This design comes from an exercise in tuning for small area and few clock cycles on the open sky130 flow, not from production work.
Function was checked by simulation only, so behaviour that the tests miss may differ from the original.

==> flow/design.v (outline; a module is shown in full before it is edited, if it fits) <==
// module fa: 4 lines
// module ha: 4 lines
// module pgc: 4 lines
// module gc: 3 lines
// module ppa: 3 lines
// module ppn: 3 lines
// module convolution_top_module: 5575 lines
module convolution_top_module
(
input iCLK, iRSTn,
input signed [7:0] iW, iX,
input [4:0] iADDR,
input iWren, iValid,
output signed [15:0] oY,
output oValid);
  // ...
==> flow/run.sh <==
#!/bin/bash
# synth_recipe.tcl (not shown) runs the flow's synth.tcl, then flattens the netlist and writes it again
# the make line also repeats each setting of config.mk as NAME=value (left out here)
make -C /OpenROAD-flow-scripts/flow DESIGN_CONFIG=/design/flow/config.mk WORK_HOME=/design/flow/orfs CLKGATE_MAP_FILE= SYNTH_SCRIPT=/design/flow/synth_recipe.tcl finish
==> flow/config.mk <==
export PLATFORM = sky130hd
export DESIGN_NAME = convolution_top_module
export DESIGN_NICKNAME = convolution_top_module
export VERILOG_FILES = /design/flow/design.v
export SDC_FILE = /design/flow/constraint.sdc
export NUM_CORES = 4
export LEC_CHECK = 0
export CAP_MARGIN = 20
export CORE_MARGIN = 2
export CORE_UTILIZATION = 65
export CTS_CLUSTER_DIAMETER = 150
export CTS_CLUSTER_SIZE = 24
export GPL_TIMING_DRIVEN = 0
export SLEW_MARGIN = 20
export SYNTH_HIERARCHICAL = 1
==> flow/constraint.sdc <==
create_clock -name core_clock -period 6.0 [get_ports {iCLK}]
set_input_delay 1.2000 -clock core_clock [delete_from_list [all_inputs] [get_ports {iCLK}]]
set_output_delay 1.2000 -clock core_clock [all_outputs]
set_load 0.01 [all_outputs]
==> results.sh, run 1 <==
export IMPL_dp_cells=7117
export IMPL_cp_arrival_ns=4.61
export IMPL_yosys_area_top_type="fa_1"
export IMPL_synthFlopType="dfxtp_1"
export IMPL_status="finished clean"
export IMPL_reg2reg_depth=21
export IMPL_final_cell_mix="fa_1, nor2_1, dfxtp_1"
export IMPL_synth_fa_ha_area_share_pct=43.3
export IMPL_fin_skew_ns=0.0306
export IMPL_pin_count=42
export IMPL_synth_edff_count=200
export IMPL_htree_levels=3
export IMPL_finalHoldViolations=0
export IMPL_core_sq_mm=0.116
export IMPL_syn_area_sq_mm=0.0756
export IMPL_period_needed_ns=5.81
export IMPL_crit_buf_inv=2
export IMPL_slowest_delay_ns=0.55
export IMPL_hold_depth=0
export IMPL_via_count=41000
export IMPL_required_ns=4.80
export IMPL_muxShareOfSynthArea_pct=0
export IMPL_setup_ws_ns=0.188
export IMPL_cts_sinks=1445
export IMPL_syn_inst=5524
export IMPL_tap_cells=1524
Testbench counts, summed over its fixed seeds: cycles 49,168.
==> run 2, diff against run 1 <==
--- a/flow/config.mk
+++ b/flow/config.mk
@@ -8,5 +8,5 @@
 export CAP_MARGIN = 20
 export CORE_MARGIN = 2
-export CORE_UTILIZATION = 65
+export CORE_UTILIZATION = 55
 export CTS_CLUSTER_DIAMETER = 150
 export CTS_CLUSTER_SIZE = 24
==> run 2 against run 1 <==
First-iteration DRC count fell by 12%. Worst setup slack got worse by 0.022 ns. Die area up 18%. Fmax is 0.37% lower. Sequential share of layout area down 0.18 points. Final area rose by 0.46%.
==> results.sh, run 2 <==
export IMPL_slew_viol_final=0
export IMPL_layout_nets=7450
export IMPL_syn_inst=5524
export IMPL_finalCritPeriodShare_pct=97.2
export IMPL_synth_top_area_share_pct=37.9
export IMPL_die_w_um=375
export IMPL_yosysSeqAreaShare_pct=41.0
export IMPL_path_clk_slew_ns=0.11
export IMPL_gp_congestion=0.918
export IMPL_slowest_stage="clkdlybuf4s50_1"
export IMPL_required_ns=4.80
export IMPL_port_buffers=38
export IMPL_drt_initial_drc_count=2859
export IMPL_slew_headroom_pct=37.5
export IMPL_vias_per_cell=5.44
export IMPL_largest_register="line"
export IMPL_final_cell_mix="fa_1, nor2_1, dfxtp_1"
export IMPL_drt_pre_antenna_iters=5
export IMPL_dp_hpwl_um=139000
export IMPL_setup_viol=0
export IMPL_ys_warn_count=7
export IMPL_cts_sinks=1445
export IMPL_syn_area_sq_mm=0.0756
export IMPL_pin_count=42
export IMPL_grt_use_total_pct=26.1
export IMPL_fmax_mhz=171
export IMPL_ys_async_sr_fraction_pct=0.830
export IMPL_antenna_left=0
export IMPL_period_needed_ns=5.83
export IMPL_drc_errors=0
export IMPL_htree_levels=3
export IMPL_critPathMaxFanout=10
export IMPL_dieHeight_um=375
export IMPL_clk_latency_ns=0.72
export IMPL_dp_cells=7386
export IMPL_crit_path_end_kind="output pin"
export IMPL_antenna_found_initial=5
export IMPL_fin_skew_ns=0.0406
export IMPL_ys_ff_latch=1445
export IMPL_cp_arrival_ns=4.63
export IMPL_postLayoutCellArea_sq_mm=0.0807
export IMPL_clock_path_buffers=3
export IMPL_synth_common_cells="fa_1, nor2_1, dfxtp_1"
export IMPL_cap_violations=0
export IMPL_dieArea_sq_mm=0.140
export IMPL_dpl_cell_area_sq_mm=0.0785
export IMPL_slowest_delay_ns=0.49
export IMPL_synthFlopType="dfxtp_1"
export IMPL_wl_per_cell_um=23.4
export IMPL_synth_edff_count=200
export IMPL_via_count=40800
export IMPL_yosys_area_top_type="fa_1"
export IMPL_wl_um=175000
export IMPL_synth_area_top_cells="fa_1, dfxtp_1, edfxtp_1"
export IMPL_cts_buffers=71
export IMPL_rows=136
export IMPL_grt_pass1_vias=45600
export IMPL_avgSynthCellArea_sq_um=13.7
export IMPL_timing_setup_critical_path_class="flip-flop to output pin"
export IMPL_cts_tree="built"
export IMPL_instances_no_fill=7500
export IMPL_yosysMostFrequentCell="fa_1"
export IMPL_path_common_cell="a21o_1"
export IMPL_min_path_type="flip-flop to flip-flop"
export IMPL_ys_types=36
export IMPL_rsz0062_at_grt="true"
export IMPL_critPathLaunchType="flip-flop"
export IMPL_status="finished clean"
export IMPL_start_util_pct=55.2
export IMPL_final_common_cell="fa_1"
export IMPL_tightest_slew_ns=0.935
export IMPL_largest_reg_flops=1032
export IMPL_core_sq_mm=0.137
export IMPL_grt_max_degree=26
export IMPL_grt_pass1_wl_um=274000
export IMPL_cp_cell_sequence="ha_1 > fa_1 > ha_1 > a21o_1 > a21o_1 > a21o_1 > a21o_1 > a21o_1 > xor2_1 > o21ai_2 > buf_6 > o21ai_0 > clkdlybuf4s50_1"
export IMPL_drive_gt1_share_pct=3.02
export IMPL_areaGrowthSynthToFinish_pct=6.67
export IMPL_overflow=0
export IMPL_cts_root_buf="clkbuf_16"
export IMPL_cts_setup_buffers=0
export IMPL_n_fill_cell=11000
export IMPL_finalHoldViolations=0
[run 2: cell count changes in the layout (fill, tap and decap cells not counted), moves of 2 or more]
cell / previous run / this run
clkbuf_1: 36 / 30
clkbuf_16: 70 / 72
clkinv_16: 2 / 0
clkinv_8: 2 / 4
[run 2: repair_timing]
action | in CTS | in global routing
hold buffers | 0 | 0
cloned | 0 | 0
setup endpoints to repair | 15 | 11
gates resized for setup | 1 | 2
[run 2: worst max-delay path: cells and delay by family, from the launching register on]
family	cells	cell delay (ns)
AOI/OAI and AO/OA	7	1.49
xor gates and xnor gates	1	0.20
adders and majority gates	3	1.08
buffers and inverters	2	0.72
DFF	1	0.44
[run 2: logic make-up (layout without fill, tap and decap cells)]
family / after synthesis / after routing / share of synthesized area [%]
AOI/OAI and AO/OA: 310 / 310 / 3.02
xor gates and xnor gates: 154 / 154 / 1.82
adders and majority gates: 1760 / 1760 / 43.3
buffers and inverters: 111 / 271 / 0.650
DFF: 1445 / 1445 / 41.0
other: 1 / 23 / 0.00496
and+or+nand+nor: 1743 / 1743 / 10.2
[run 2: final timing paths]
path	start	to	slack, ns	depth (start not counted)
worst max-delay path	T4[9]	oY[5]	0.17	13
worst min-delay path	line[422]	line[430]	0.31	0
worst max register to register	T3[9]	T4[15]	0.37	20
worst min register to register	line[422]	line[430]	0.31	0
max in group asynchronous	iRSTn	cnt[0]	4.77	1
min in group asynchronous	iRSTn	cnt[8]	0.85	1
[run 2: metal layers]
metal	GRT usage (%)	routed length [um]
met4	8.54	6190
met5	0	0
met1	34.6	71800
met3	3.33	8650
met2	44.9	88600
[run 2: cell type report]
class / instances / area, sq um / area share [%]
tap: 1794 / 2240 / 2.78
clock buffer: 101 / 1920 / 2.38
timing repair buffer: 49 / 586 / 0.726
inverter: 98 / 368 / 0.456
sequential: 1445 / 31000 / 38.4
buffer: 13 / 124 / 0.154
antenna: 3 / 7.51 / 0.00931
clock inverter: 10 / 160 / 0.199
multi-input combinational: 3987 / 44300 / 54.9
[run 2: per-stage QoR]
stage	hold WS (ns)	worst slack (ns)	utilization (%)	setup TNS [ns]
5_1_grt	0.313	-0.0252	58.9	-0.0571
6_report	0.309	0.167	58.9	0
2_1_floorplan	0.310	1.01	-	0
3_5_place_dp	0.312	0.357	57.3	0
3_3_place_gp	0.310	0.339	57.2	0
4_1_cts	0.308	0.0623	58.9	0
[run 2: Yosys stat by module, one instance, submodules excluded]
| module | copies in the design | cell area (sq um) |
|---|---|---|
| convolution_top_module | 1 | 34000 |
| fa | 1431 | 20.0 |
| gc | 136 | 7.51 |
| ha | 307 | 12.5 |
| pgc | 87 | 13.8 |
| ppa | 1250 | 3.75 |
| ppn | 350 | 6.26 |
==> run 3, diff against run 2 <==
--- a/flow/config.mk
+++ b/flow/config.mk
@@ -9,6 +9,7 @@
 export CORE_MARGIN = 2
 export CORE_UTILIZATION = 55
-export CTS_CLUSTER_DIAMETER = 150
-export CTS_CLUSTER_SIZE = 24
+export CTS_BUF_LIST = sky130_fd_sc_hd__clkbuf_4 sky130_fd_sc_hd__clkbuf_8
+export CTS_CLUSTER_DIAMETER = 80
+export CTS_CLUSTER_SIZE = 10
 export GPL_TIMING_DRIVEN = 0
 export SLEW_MARGIN = 20
==> run 3 against run 2 <==
Sequential share of layout area fell by 0.47 points. Flip-flop and latch count did not move. Still clean. Final area rose by 1.2%. Worst setup slack improved by 0.054 ns. Cell count rose by 1.9%. Register-to-register slack improved by 0.04 ns.
==> results.sh, run 3 <==
export IMPL_reg2reg_slack_ns=0.41
export IMPL_fmax_mhz=173
export IMPL_crit_buf_inv=1
export IMPL_critPathMaxFanout=6
export IMPL_ys_warn_count=7
export IMPL_path_depth=12
export IMPL_final_common_cell="fa_1"
export IMPL_slowest_stage="clkdlybuf4s50_1"
export IMPL_min_path_type="flip-flop to flip-flop"
export IMPL_gp_congestion=0.918
export IMPL_final_cell_mix="fa_1, nor2_1, dfxtp_1"
export IMPL_dp_hpwl_um=139000
export IMPL_hold_depth=0
export IMPL_synth_common_cells="fa_1, nor2_1, dfxtp_1"
export IMPL_yosysMostFrequentCell="fa_1"
export IMPL_path_common_cell="a21o_1"
export IMPL_drc_errors=0
export IMPL_grtUsageMet1_pct=34.6
export IMPL_fin_skew_ns=0.0483
export IMPL_cts_tree="built"
export IMPL_htree_levels=4
export IMPL_slew_headroom_pct=35.0
export IMPL_synthFlopType="dfxtp_1"
export IMPL_die_w_um=375
export IMPL_antenna_found_initial=6
export IMPL_grt_pass1_wl_um=278000
export IMPL_met2_usage_pct=45.1
export IMPL_fin_util_pct=59.6
export IMPL_period_needed_ns=5.78
export IMPL_dieHeight_um=375
export IMPL_drt_initial_drc_count=2556
export IMPL_yosys_area_top_type="fa_1"
export IMPL_cts_root_buf="clkbuf_8"
export IMPL_rsz0062_at_grt="true"
export IMPL_path_clk_slew_ns=0.08
export IMPL_antenna_left=0
export IMPL_slew_viol_final=0
export IMPL_clock_path_buffers=3
export IMPL_status="finished clean"
export IMPL_cts_hold_buf=0
export IMPL_cts_sinks=1445
export IMPL_crit_path_end_kind="output pin"
export IMPL_cts_buffers=168
export IMPL_slowest_delay_ns=0.56
export IMPL_via_count=41400
export IMPL_grt_max_degree=17
export IMPL_crit_family="compound AO/OA/AOI/OAI gates"
export IMPL_port_buffers=38
export IMPL_finalHoldViolations=0
export IMPL_ys_ff_latch=1445
export IMPL_reg2reg_depth=20
export IMPL_drive_gt1_share_pct=5.84
export IMPL_cp_cell_sequence="ha_1 > fa_1 > ha_1 > a21o_1 > a21o_1 > a21o_1 > a21o_1 > a21o_1 > xnor2_4 > a21oi_4 > o21ai_0 > clkdlybuf4s50_1"
export IMPL_vias_per_cell=5.42
export IMPL_cp_arrival_ns=4.58
export IMPL_grt_busiest_layer="met2"
export IMPL_wl_per_cell_um=23.2
export IMPL_drt_pre_antenna_iters=7
export IMPL_ys_types=36
export IMPL_overflow=0
export IMPL_timing_setup_critical_path_class="flip-flop to output pin"
export IMPL_syn_inst=5524
export IMPL_cap_violations=0
export IMPL_largest_reg_flops=1032
export IMPL_synth_top_area_share_pct=37.9
export IMPL_use_met3_pct=4.51
export IMPL_pin_count=42
export IMPL_synth_area_top_cells="fa_1, dfxtp_1, edfxtp_1"
export IMPL_avgSynthCellArea_sq_um=13.7
export IMPL_grt_use_total_pct=26.5
export IMPL_rows=136
export IMPL_core_sq_mm=0.137
export IMPL_dieArea_sq_mm=0.140
export IMPL_yosysSeqAreaShare_pct=41.0
export IMPL_finalCritPeriodShare_pct=96.3
export IMPL_wl_um=177000
export IMPL_areaGrowthSynthToFinish_pct=8.00
export IMPL_required_ns=4.80
export IMPL_syn_area_sq_mm=0.0756
export IMPL_ys_async_sr_fraction_pct=0.830
export IMPL_grt_pass1_vias=46700
export IMPL_synth_edff_count=200
export IMPL_largest_register="line"
export IMPL_setup_viol=0
export IMPL_tightest_slew_ns=0.972
export IMPL_clk_latency_ns=0.91
export IMPL_layout_nets=7548
export IMPL_critPathLaunchType="flip-flop"
export IMPL_start_util_pct=55.2
[run 3: area by class of cell]
cell class | instances | area [sq um]
well taps | 1794 | 2240
multi-input cells | 3987 | 44300
repair buffers | 50 | 577
clock buffers | 224 | 2770
clock inverters | 23 | 282
diodes | 6 | 15.0
flip-flops and latches | 1445 | 31000
fillers | 11000 | 55300
plain buffers | 13 | 124
inverters | 98 | 368
[run 3: kinds of logic (layout without fill, tap and decap cells)]
group	count (synthesis)	count (layout)	share of synthesized area, %
fa+ha+maj	1760	1760	43.3
simple gates	1743	1743	10.2
flops	1445	1445	41.0
compound gates	310	310	3.02
xor+xnor	154	154	1.82
buf+inv	111	408	0.650
other cells	1	26	0.00496
[run 3: path summary, 6_finish.rpt]
path                       startpoint   endpoint
hold reg to reg             line[479]  line[487]
min in group asynchronous       iRSTn     cnt[2]
setup reg to reg                T3[9]     T4[15]
setup / recovery                T4[9]      oY[4]
max in group asynchronous       iRSTn     cnt[3]
hold / removal              line[479]  line[487]
[run 3: per-module statistics from Yosys, one instance, submodules excluded]
module,flops+latches,copies in the design,cell area [sq um]
ha,0,307,12.5
convolution_top_module,1445,1,34000
pgc,0,87,13.8
gc,0,136,7.51
fa,0,1431,20.0
ppn,0,350,6.26
ppa,0,1250,3.75
[run 3: what timing repair did]
item / CTS / global route
buffers inserted: 1 / 0
gates resized for setup: 21 / 0
pin swaps: 1 / 0
endpoints found under the setup margin: 15 / 2
[run 3: worst register-to-register path: stages, from the launching register on]
cell,delay [ns]
dfxtp_1,0.31
ha_1,0.31
fa_1,0.46
ha_1,0.34
a21o_1,0.20
a21o_1,0.19
a21o_1,0.18
a21o_1,0.18
a21o_1,0.16
xor2_1,0.31
a21oi_2,0.20
o21ai_0,0.44
fa_1,0.50
ha_1,0.34
and2_1,0.17
a21o_1,0.22
a21o_1,0.23
a21o_1,0.23
a21o_1,0.20
a21o_1,0.16
xor2_1,0.15
[run 3: per-layer routing]
layer | part of all wire (%) | vias to the layer above
li1 | - | 17900
met1 | 40 | 21900
met2 | 50 | 1301
met3 | 5.8 | 335
met4 | 3.5 | 0
met5 | 0 | -
[run 3: through the flow]
stage / instance area (sq um) / worst slack (ns) / TNS (ns) / hold slack, ns / instances
detailed placement: 78500 / 0.357 / 0 / 0.312 / 7386
CTS: 81600 / 0.0717 / 0 / 0.288 / 7634
finish: 81700 / 0.221 / 0 / 0.279 / 7640
global route: 81700 / -0.0380 / -0.0641 / 0.288 / 7638
floorplan: 75700 / 1.01 / 0 / 0.310 / 5543
global placement: 78300 / 0.339 / 0 / 0.310 / 7375
==> run 4, diff against run 3 <==
--- a/flow/config.mk
+++ b/flow/config.mk
@@ -9,7 +9,7 @@
 export CORE_MARGIN = 2
 export CORE_UTILIZATION = 55
-export CTS_BUF_LIST = sky130_fd_sc_hd__clkbuf_4 sky130_fd_sc_hd__clkbuf_8
-export CTS_CLUSTER_DIAMETER = 80
-export CTS_CLUSTER_SIZE = 10
+export CTS_BUF_LIST = sky130_fd_sc_hd__clkbuf_8
+export CTS_CLUSTER_DIAMETER = 100
+export CTS_CLUSTER_SIZE = 14
 export GPL_TIMING_DRIVEN = 0
 export SLEW_MARGIN = 20
==> run 4 against run 3 <==
Worst setup slack worse by 0.091 ns. Worst hold slack improved by 0.022 ns. Sequential share of layout area grew 0.51 points. Synthesized cell count unchanged. Non-clock buffer count decreased by 1. Largest cell class unchanged.
==> results.sh, run 4 <==
export IMPL_status="finished clean"
export IMPL_layout_nets=7495
export IMPL_synth_edff_count=200
export IMPL_largest_register="line"
export IMPL_vias_per_cell=5.44
export IMPL_fmax_mhz=170
export IMPL_hp_start="line[625]"
export IMPL_syn_area_sq_mm=0.0756
export IMPL_cts_root_buf="clkbuf_8"
export IMPL_fin_hold_ws_ns=0.302
export IMPL_largest_reg_flops=1032
export IMPL_avgSynthCellArea_sq_um=13.7
export IMPL_synthFlopType="dfxtp_1"
export IMPL_tns_ns=0
export IMPL_grt_pass1_wl_um=275000
export IMPL_start_util_pct=55.2
export IMPL_drt_pre_antenna_iters=7
export IMPL_cap_violations=0
export IMPL_min_path_type="flip-flop to flip-flop"
export IMPL_wl_per_cell_um=23.3
export IMPL_cts_buffers=116
export IMPL_gp_congestion=0.918
export IMPL_grt_max_degree=18
export IMPL_slew_headroom_pct=34.6
export IMPL_tightest_slew_ns=0.978
export IMPL_clk_latency_ns=0.87
export IMPL_cts_sinks=1445
export IMPL_instances_no_fill=7567
export IMPL_final_cell_mix="fa_1, nor2_1, dfxtp_1"
export IMPL_fin_util_pct=58.8
export IMPL_crit_family="compound AO/OA/AOI/OAI gates"
export IMPL_critPathLaunchType="flip-flop"
export IMPL_path_common_cell="a21o_1"
export IMPL_yosys_area_top_type="fa_1"
export IMPL_grt_pass1_vias=46100
export IMPL_clock_path_buffers=3
export IMPL_core_sq_mm=0.137
export IMPL_regToRegStartpoint="T3[9]"
export IMPL_required_ns=4.80
export IMPL_cp_arrival_ns=4.67
export IMPL_final_common_cell="fa_1"
export IMPL_dp_cells=7386
export IMPL_drive_gt1_share_pct=3.93
export IMPL_slew_viol_final=0
export IMPL_cp_cell_sequence="ha_1 > fa_1 > ha_1 > a21o_1 > a21o_1 > a21o_1 > a21o_1 > a21o_1 > xnor2_4 > a21oi_4 > buf_6 > o21ai_2 > clkdlybuf4s50_1"
export IMPL_finalHoldViolations=0
export IMPL_yosysMostFrequentCell="fa_1"
export IMPL_fin_skew_ns=0.0408
export IMPL_dieHeight_um=375
export IMPL_ys_types=36
export IMPL_die_w_um=375
export IMPL_crit_buf_inv=2
export IMPL_hold_depth=0
export IMPL_pin_count=42
export IMPL_cts_tree="built"
export IMPL_yosysSeqAreaShare_pct=41.0
export IMPL_synth_top_area_share_pct=37.9
export IMPL_drt_initial_drc_count=2501
export IMPL_cts_hold_buf=0
export IMPL_rows=136
export IMPL_areaGrowthSynthToFinish_pct=6.56
export IMPL_grt_use_total_pct=26.3
export IMPL_rsz0062_at_grt="true"
export IMPL_dieArea_sq_mm=0.140
export IMPL_path_clk_slew_ns=0.11
export IMPL_antenna_found_initial=6
export IMPL_min_to="line[633]"
export IMPL_wl_um=177000
export IMPL_r2r_end="T4[15]"
export IMPL_slowest_delay_ns=0.55
export IMPL_htree_levels=3
export IMPL_setup_viol=0
export IMPL_syn_inst=5524
export IMPL_ys_ff_latch=1445
export IMPL_ys_async_sr_fraction_pct=0.830
export IMPL_reg2reg_slack_ns=0.40
export IMPL_reg2reg_depth=20
export IMPL_crit_path_end_kind="output pin"
export IMPL_synth_area_top_cells="fa_1, dfxtp_1, edfxtp_1"
export IMPL_dp_hpwl_um=139000
export IMPL_drc_errors=0
export IMPL_slowest_stage="clkdlybuf4s50_1"
export IMPL_finalCritPeriodShare_pct=97.8
export IMPL_synth_common_cells="fa_1, nor2_1, dfxtp_1"
export IMPL_ys_warn_count=7
export IMPL_overflow=0
export IMPL_critPathMaxFanout=10
export IMPL_period_needed_ns=5.87
export IMPL_port_buffers=38
export IMPL_antenna_left=0
export IMPL_timing_setup_critical_path_class="flip-flop to output pin"
export IMPL_via_count=41200
==> run 4: cell counts after synthesis <==
Identical to the previous run, type by type.
==> run 4: repair_timing <==
action	CTS	global route
buffers inserted	0	0
resized for setup	13	1
hold endpoints to repair	0	0
pin swaps	1	0
endpoints found under the setup margin	15	9
==> run 4: through the flow <==
step           worst slack (ns)  cell area (sq um)
5_1_grt                 -0.0993              80600
6_report                  0.130              80600
3_5_place_dp              0.357              78500
4_1_cts                0.000509              80600
3_3_place_gp              0.339              78300
2_1_floorplan              1.01              75700
==> run 4: worst max path at each step <==
stage / startpoint / endpoint / slack [ns] / cells past startpoint
2_1_floorplan: w1[3] / Q0l[7] / 1.01 / 10
3_3_place_gp: T3[9] / T4[15] / 0.34 / 20
3_5_place_dp: T3[9] / T4[15] / 0.36 / 20
4_1_cts: T4[9] / oY[10] / 0.0005 / 13
5_1_grt: T4[9] / oY[6] / -0.1 / 12
6_report: T4[9] / oY[10] / 0.13 / 13
==> run 4: logic make-up (layout without fill, tap and decap cells) <==
logic type / Yosys count / after routing / share of synthesized area, %
buffers and inverters: 111 / 337 / 0.650
flip-flops: 1445 / 1445 / 41.0
adder cells (fa/ha/maj): 1760 / 1760 / 43.3
AO/OA/AOI/OAI: 310 / 310 / 3.02
XOR/XNOR: 154 / 154 / 1.82
AND/OR/NAND/NOR: 1743 / 1743 / 10.2
other: 1 / 24 / 0.00496
==> run 4: per-module statistics from Yosys, one instance, submodules excluded <==
module	cell area [sq um]	cells inside	times used
convolution_top_module	34000	1876	1
fa	20.0	1	1431
gc	7.51	1	136
ha	12.5	1	307
pgc	13.8	2	87
ppa	3.75	1	1250
ppn	6.26	1	350
==> run 4: area by class of cell <==
cell class                      instances  area, sq um
Fill cell                           11000        56400
Multi-Input combinational cell       3987        44300
Clock inverter                         60          349
Clock buffer                          117         1610
Buffer                                 13          124
Antenna cell                            4         10.0
Sequential cell                      1445        31000
Timing Repair Buffer                   49          584
Inverter                               98          368
Tap cell                             1794         2240
==> run 4: layer usage <==
layer | track usage [%] | part of all wire [%]
met1 | 34.7 | 41
met2 | 44.9 | 50
met3 | 3.64 | 5.2
met4 | 8.93 | 3.5
met5 | 0 | 0

afterwards: timing with drivers on the ports:
No port has a modelled driver above. Below, the same layouts with a new extraction and two added sets of constraints. Step 1: set_driving_cell puts a clkbuf_16 on iCLK and a buf_2 on each other input, an assumption about the parent block. Step 2, shift: input delay + t, output delay - t, t = (earliest + latest rising clock arrival at the registers) / 2. This alone moves slack from input paths to output paths. Slacks: no drivers / after step 1 / after step 2; pairs: no drivers / after step 1.
run | t (ns) | slack for setup (ns) | clock arrival spread, ns | worst data-port slew with drivers (ns)
run 1 | 0.748 | 0.188 / 0.118 / 0.363 | 0.033 / 0.033 | 0.07
run 2 | 0.775 | 0.167 / 0.085 / 0.374 | 0.045 / 0.044 | 0.03
run 3 | 0.959 | 0.221 / 0.151 / 0.411 | 0.051 / 0.051 | 0.04
run 4 | 0.919 | 0.130 / 0.061 / 0.395 | 0.052 / 0.052 | 0.03
After both steps setup and hold are still met in every run listed.
